Background: an optimization exercise with open tools, aiming at small area. Do not read the settings as production practice.
Only simulation tests tie the RTL to the original design; equivalence was not proved.
The clock input has no modelled driver; a real chip could not lean on it and would need a root buffer or a full tree.
Power is estimated from default activity; no workload was simulated.

## DigitalLock
module DigitalLock #(
	parameter PASSWORD_LENGTH = 5,
	parameter NUM_DISPLAYS = 6,
	parameter MAX_IDLE = 1000
)(
	input clock,
	input reset,
	input [3:0] key,
	output LED_locked,
	output LED_error,
	output LED_ep,
	output LED_cp,
	output LED_unlocked,
	output LED_reset,
	output [(7*NUM_DISPLAYS)-1:0] seven_seg
);
function [9:0] lfsr_next(input [9:0] s);
	lfsr_next = {s[8:0], ~(s[9] ^ s[6])};
endfunction
function [9:0] lfsr_after(input integer n);
	integer j;
	reg [9:0] s;
	begin
		s = 10'd0;
		for (j = 0; j < n; j = j + 1) s = lfsr_next(s);
		lfsr_after = s;
	end
endfunction
localparam [9:0] IDLE_END = lfsr_after(MAX_IDLE);
function [3:0] enc_key(input [3:0] v);
	enc_key =
		({4{v == 4'd1}} & 4'd8) |
		({4{v == 4'd2}} & 4'd15) |
		({4{v == 4'd3}} & 4'd7) |
		({4{v == 4'd4}} & 4'd11) |
		({4{v == 4'd5}} & 4'd2) |
		({4{v == 4'd6}} & 4'd12) |
		({4{v == 4'd7}} & 4'd13) |
		({4{v == 4'd8}} & 4'd10) |
		({4{v == 4'd9}} & 4'd1) |
		({4{v == 4'd10}} & 4'd5) |
		({4{v == 4'd11}} & 4'd4) |
		({4{v == 4'd12}} & 4'd9) |
		({4{v == 4'd13}} & 4'd3) |
		({4{v == 4'd14}} & 4'd6) |
		({4{v == 4'd15}} & 4'd14);
endfunction
wire [3:0] pressed = ~key;
reg dly;
reg S, E, Er, f;
reg C;
reg [19:0] temp, password;
reg [9:0] cnt;
wire ev     = ~dly & (|pressed);
wire tmo    = E & (cnt == IDLE_END);
wire full   = |temp[19:16];
wire empty0 = ~|temp[3:0];
wire done   = E & C & full;
wire match  = (temp == password);
always @(posedge clock) dly <= |pressed;
always @(posedge clock) begin
	if (E & ~C & ~ev & ~tmo)
		cnt <= lfsr_next(cnt);
	else
		cnt <= 10'd0;
end
always @(posedge clock) begin
	if (~E | done)
		temp <= 20'd0;
	else if (~C & ev)
		temp <= {temp[15:0], enc_key(pressed)};
end
always @(posedge clock) begin
	if (done & ~S & ~f)
		password <= temp;
end
always @(posedge clock) begin
	if (~E)
		C <= 1'b0;
	else if (C)
		C <= full;
	else
		C <= ev;
end
always @(posedge clock or posedge reset) begin
	if (reset) begin
		S  <= 1'b0;
		E  <= 1'b0;
  ...
Size: roughly 54 I/O pins, about 2600 um2 of cells after synthesis.
export LEC_CHECK = 0
export ABC_AREA = 1
export CAP_MARGIN = 20
export CORE_MARGIN = 2
export CORE_UTILIZATION = 40
export SLEW_MARGIN = 20
create_clock -name core_clock -period 12.0 [get_ports {clock}]
standard.sh (not shown) runs the stock make flow with config.mk's settings and CLKGATE_MAP_FILE= SYNTH_SCRIPT=/design/flow/synth_recipe.tcl, a recipe that flattens the netlist after the stock synthesis.
==> flow/flow/run.sh <==
#!/bin/bash
# Own flow: the standard layout (standard.sh) with these changes passed to ORFS's make:
#  - ADDER_MAP_FILE empty: no half/full-adder extraction in synthesis (the design has no
#    adders; extraction only turned decoder gates into half-adder cells);
#  - an area-oriented ABC script (flow/abc_area.script: AIG search with &deepsyn, fixed seed,
#    no timeout, so the result is reproducible) in a copy of ORFS's scripts folder;
#  - port buffers are buf_1 cells;
#  - a clock tree of 4 clkbuf_8 buffers driven by the clock port, one per group of nearby
#    registers (flow/cts_groups.tcl, in place of TritonCTS).
# Everything else, registers included, is the standard flow. make's full output goes to
# run_make.log here, and ORFS keeps each step's log under orfs/logs/.
set -euo pipefail
cd "$(dirname "$0")/.."
rm -rf scripts_own
cp -r "$FLOW_HOME/scripts" scripts_own
cp flow/abc_area.script scripts_own/abc_area.script
grep -q 'log_cmd clock_tree_synthesis {\*}$cts_args' scripts_own/cts.tcl
sed -i "s|log_cmd clock_tree_synthesis {\*}\$cts_args|source $PWD/flow/cts_groups.tcl|" scripts_own/cts.tcl
grep -q "cts_groups.tcl" scripts_own/cts.tcl
bash standard.sh \
  SCRIPTS_DIR="$PWD/scripts_own" \
  ADDER_MAP_FILE= \
  "BUFFER_PORTS_ARGS=-buffer_cell sky130_fd_sc_hd__buf_1" \
  finish > run_make.log 2>&1
==> flow/flow/cts_groups.tcl <==
# Clock tree of 4 clkbuf_8 buffers driven straight from the clock port, each driving the
# clock pins of one group of registers (groups by k-means on the placed positions), placed
# at its group's centre.
set K 4
set cell sky130_fd_sc_hd__clkbuf_8
set block [ord::get_db_block]
set dbu [$block getDbUnitsPerMicron]
set pins {}
foreach inst [$block getInsts] {
  if {[[$inst getMaster] isSequential]} {
    set b [$inst getBBox]
    foreach it [$inst getITerms] {
      if {[[$it getMTerm] getSigType] eq "CLOCK" || [[$it getMTerm] getName] eq "CLK"} {
        lappend pins [list [$inst getName] [[$it getMTerm] getName] \
          [expr {([$b xMin] + [$b xMax]) / 2.0 / $dbu}] [expr {([$b yMin] + [$b yMax]) / 2.0 / $dbu}]]
      }
    }
  }
}
set pins [lsort -real -index 2 $pins]
set n [llength $pins]
# start: K groups by x order, then k-means iterations
set cx {}; set cy {}
for {set k 0} {$k < $K} {incr k} {
  set p [lindex $pins [expr {int(($k + 0.5) * $n / $K)}]]
  lappend cx [lindex $p 2]; lappend cy [lindex $p 3]
}
for {set it 0} {$it < 20} {incr it} {
  set asg {}
  foreach p $pins {
    set best 0; set bd 1e30
    for {set k 0} {$k < $K} {incr k} {
      set d [expr {abs([lindex $p 2] - [lindex $cx $k]) + abs([lindex $p 3] - [lindex $cy $k])}]
      if {$d < $bd} { set bd $d; set best $k }
    }
    lappend asg $best
  }
  set sx [lrepeat $K 0.0]; set sy [lrepeat $K 0.0]; set sn [lrepeat $K 0]
  foreach p $pins a $asg {
    lset sx $a [expr {[lindex $sx $a] + [lindex $p 2]}]
    lset sy $a [expr {[lindex $sy $a] + [lindex $p 3]}]
    lset sn $a [expr {[lindex $sn $a] + 1}]
  }
  for {set k 0} {$k < $K} {incr k} {
    if {[lindex $sn $k] > 0} {
      lset cx $k [expr {[lindex $sx $k] / [lindex $sn $k]}]
      lset cy $k [expr {[lindex $sy $k] / [lindex $sn $k]}]
    }
  }
}
for {set k 0} {$k < $K} {incr k} {
  set loads {}
  foreach p $pins a $asg {
    if {$a == $k} { lappend loads [get_pins "[lindex $p 0]/[lindex $p 1]"] }
  }
  if {[llength $loads] == 0} { continue }
  puts "clock group $k: [llength $loads] registers at [lindex $cx $k] [lindex $cy $k]"
  insert_buffer -buffer_cell $cell -net clock -load_pins $loads \
    -location [list [lindex $cx $k] [lindex $cy $k]] -buffer_name clkbuf_leaf_$k -net_name clknet_leaf_$k
}
set_propagated_clock [all_clocks]
Other scripts of this flow, unchanged in this note and not shown: flow/flow/abc_area.script
Edit:
--- a/flow/flow/run.sh
+++ b/flow/flow/run.sh
@@ -8 +8 @@
-#  - a clock tree of 4 clkbuf_8 buffers driven by the clock port, one per group of nearby
+#  - a clock tree of 3 clkbuf_8 buffers driven by the clock port, one per group of nearby
--- a/flow/flow/cts_groups.tcl
+++ b/flow/flow/cts_groups.tcl
@@ -1 +1 @@
-# Clock tree of 4 clkbuf_8 buffers driven straight from the clock port, each driving the
+# Clock tree of 3 clkbuf_8 buffers driven straight from the clock port, each driving the
@@ -4 +4 @@
-set K 4
+set K 3
Total power goes down slightly.
Synthesized area does not change.
Worst hold slack is better by 0.032 ns.
Synthesized cell count does not change.
Critical path depth does not change.
Sequential power hardly moves.
Via count drops slightly.
Routed wire length stays flat.
Worst setup slack gets worse by 0.014 ns.
In every run of this note, the design's own scripts or RTL, not TritonCTS, make the clock network.

## separate check: timing with driven ports
In the flow no input, the clock included, has a driving cell. The finished layouts below were timed again as built, in two steps. Step 1 (the two cells are an assumption about what drives the block):
set clk [get_ports {clock}]
set_driving_cell -lib_cell sky130_fd_sc_hd__clkbuf_16 $clk
set_driving_cell -lib_cell sky130_fd_sc_hd__buf_2 [delete_from_list [all_inputs] $clk]
Step 2, shift: input delay + t, output delay - t, t = (earliest + latest rising clock arrival at the registers) / 2. This alone moves slack from input paths to output paths. Three values: ideal, step 1, step 2; two values: the first two.
run | t, ns | slack for setup (ns) | hold WS [ns] | worst setup path after step 2 | latest minus earliest clock arrival (ns)
the first run | 0.201 | 5.870 / 5.848 / 5.848 | 0.396 / 0.396 / 0.396 | input to output | 0.021 / 0.021
the second run | 0.210 | 5.856 / 5.835 / 5.835 | 0.428 / 0.428 / 0.428 | input to output | 0.010 / 0.009
After both steps setup and hold are still met in every run listed. The setup slack of the first run, which loses most, moves by -0.022 ns with the drivers and by -0.022 ns with both steps.
